What follows belongs to an exercise in optimizing a design on an open flow for small area; a production flow would make more cautious choices.
Function was checked by simulation only, so behaviour that the tests miss may differ from the original.
Power and IR drop assume default switching activity.

## top_seq_mult
module top_seq_mult(clk, rst, A, B, seg, an);
  input clk;
  wire clk;
  input rst;
  wire rst;
  input [3:0] A;
  wire [3:0] A;
  input [3:0] B;
  wire [3:0] B;
  output [6:0] seg;
  wire [6:0] seg;
  output [3:0] an;
  wire [3:0] an;
  wire [7:0] _000_;
  wire [3:0] _001_;
  wire _002_;
  wire _003_;
  wire _004_;
  wire _005_;
  wire _006_;
  wire _007_;
  wire _008_;
  wire _009_;
  wire _010_;
  wire _011_;
  wire _012_;
  wire _013_;
  wire _014_;
  wire _015_;
  wire _016_;
  wire _017_;
  wire _018_;
  wire _019_;
  wire _020_;
  wire _021_;
  wire _022_;
  wire _023_;
  wire _024_;
  wire _025_;
  wire _026_;
  wire _027_;
  wire _028_;
  wire _029_;
  wire _030_;
  wire _031_;
  wire _032_;
  wire _033_;
  wire _034_;
  wire _035_;
  wire _036_;
  wire _037_;
  wire _038_;
  wire _039_;
  wire _040_;
  wire _041_;
  wire _042_;
  wire _043_;
  wire _044_;
  wire _045_;
  wire _046_;
  wire _047_;
  wire _048_;
  wire _049_;
  wire _050_;
  wire _051_;
  wire _052_;
  wire _053_;
  wire _054_;
  wire _055_;
  wire _056_;
  wire _057_;
  wire _058_;
  wire _059_;
  wire _060_;
  wire _061_;
  wire _062_;
  wire _063_;
  wire _064_;
  wire _065_;
  wire _066_;
  wire _067_;
  wire _068_;
  wire _069_;
  wire _070_;
  wire _071_;
  wire _072_;
  wire _073_;
  wire _074_;
  wire _075_;
  wire _076_;
  wire _077_;
  wire _078_;
  wire _079_;
  wire _080_;
  wire _081_;
  wire _082_;
  wire _083_;
  wire _084_;
  wire _085_;
  wire _086_;
  wire _087_;
  wire _088_;
  wire _089_;
  wire _090_;
  wire _091_;
  wire _092_;
  wire _093_;
  wire _094_;
  wire _095_;
  wire _096_;
  wire _097_;
  wire _098_;
  wire _099_;
  wire _100_;
  wire _101_;
  wire _102_;
  wire _103_;
  wire _104_;
  wire _105_;
  wire _106_;
  ...
Size: ~170 cells after synthesis, roughly 21 I/O pins, roughly 0.0014 mm² of cells after synthesis.
Settings: LEC_CHECK=0, CAP_MARGIN=20, CORE_MARGIN=2, CORE_UTILIZATION=40, SLEW_MARGIN=20; clock period 5.0 ns.
standard.sh (not shown) runs the stock make flow with config.mk's settings and CLKGATE_MAP_FILE= SYNTH_SCRIPT=/design/flow/synth_recipe.tcl, a recipe that flattens the netlist after the stock synthesis.
==> flow/flow/run.sh <==
#!/bin/bash
# The standard layout (standard.sh) with these changes:
#  - synthesis: the standard flow's own script, but no adder cells (plain gates for
#    ABC) and ABC's &nf area mapper in place of ORFS's abc script;
#  - the smallest buffer (buf_1) on each port;
#  - a clock tree of clkbuf_8 without dummy loads.
# Each tool's output goes to standard.log (and ORFS's own logs under orfs/).
set -euo pipefail
export FLOW_FLOW_DIR=$PWD/flow
{ head -n 1 synth_recipe.tcl; cat flow/abc_override.tcl; tail -n +2 synth_recipe.tcl; } > my_synth.tcl
bash standard.sh SYNTH_SCRIPT=$PWD/my_synth.tcl ADDER_MAP_FILE= ABC_AREA=1 \
  BUFFER_PORTS_ARGS="-buffer_cell sky130_fd_sc_hd__buf_1" \
  CTS_ARGS="-sink_clustering_enable -repair_clock_nets -dont_use_dummy_load -buf_list {sky130_fd_sc_hd__clkbuf_8} -root_buf sky130_fd_sc_hd__clkbuf_8" \
  ${EXTRA_MAKE_ARGS:-} finish > standard.log 2>&1
==> flow/flow/abc_nf.script <==
&get -n
&st
&dch -f
&nf -R 1000
&put
==> flow/flow/abc_override.tcl <==
# Map with ABC's &nf area mapper instead of ORFS's area script: only the
# -script argument of ORFS's abc call changes.
proc abc {args} {
  set i [lsearch -exact $args -script]
  if { $i >= 0 } { lset args [expr { $i + 1 }] $::env(FLOW_FLOW_DIR)/abc_nf.script }
  yosys abc {*}$args
}
Edit:
--- a/flow/flow/run.sh
+++ b/flow/flow/run.sh
@@ -13,2 +13,2 @@
   CTS_ARGS="-sink_clustering_enable -repair_clock_nets -dont_use_dummy_load -buf_list {sky130_fd_sc_hd__clkbuf_8} -root_buf sky130_fd_sc_hd__clkbuf_8" \
-  ${EXTRA_MAKE_ARGS:-} finish > standard.log 2>&1
+  finish > standard.log 2>&1
First-iteration DRC count does not change.
Cell area is unchanged.
Setup slack does not change.
Via count does not change.
Clock skew stays the same.
Wire length does not change.
Die area stays the same.
Sequential cell count does not change.
Total power is unchanged.
Clock-buffer cell count stays the same.

## separate check: timing with driven ports
Ports are ideal in the flow. The routed layouts listed here were re-timed in OpenROAD. Step 1, drivers: a clkbuf_16 drives clk and a buf_2 each remaining input, both assumed. Step 2 also shifts input and output timing later by t, the mid clock arrival at the registers, as if the neighbouring blocks saw the same clock. Three values: ideal, step 1, step 2; two values: the first two.
run | shift t [ns] | setup slack, ns | latest minus earliest clock arrival (ns)
the first run | 0.292 | 2.032 / 2.008 / 2.300 | 0.006 / 0.007
the second run | 0.292 | 2.032 / 2.008 / 2.300 | 0.006 / 0.007
After both steps setup and hold are still met in every run listed.
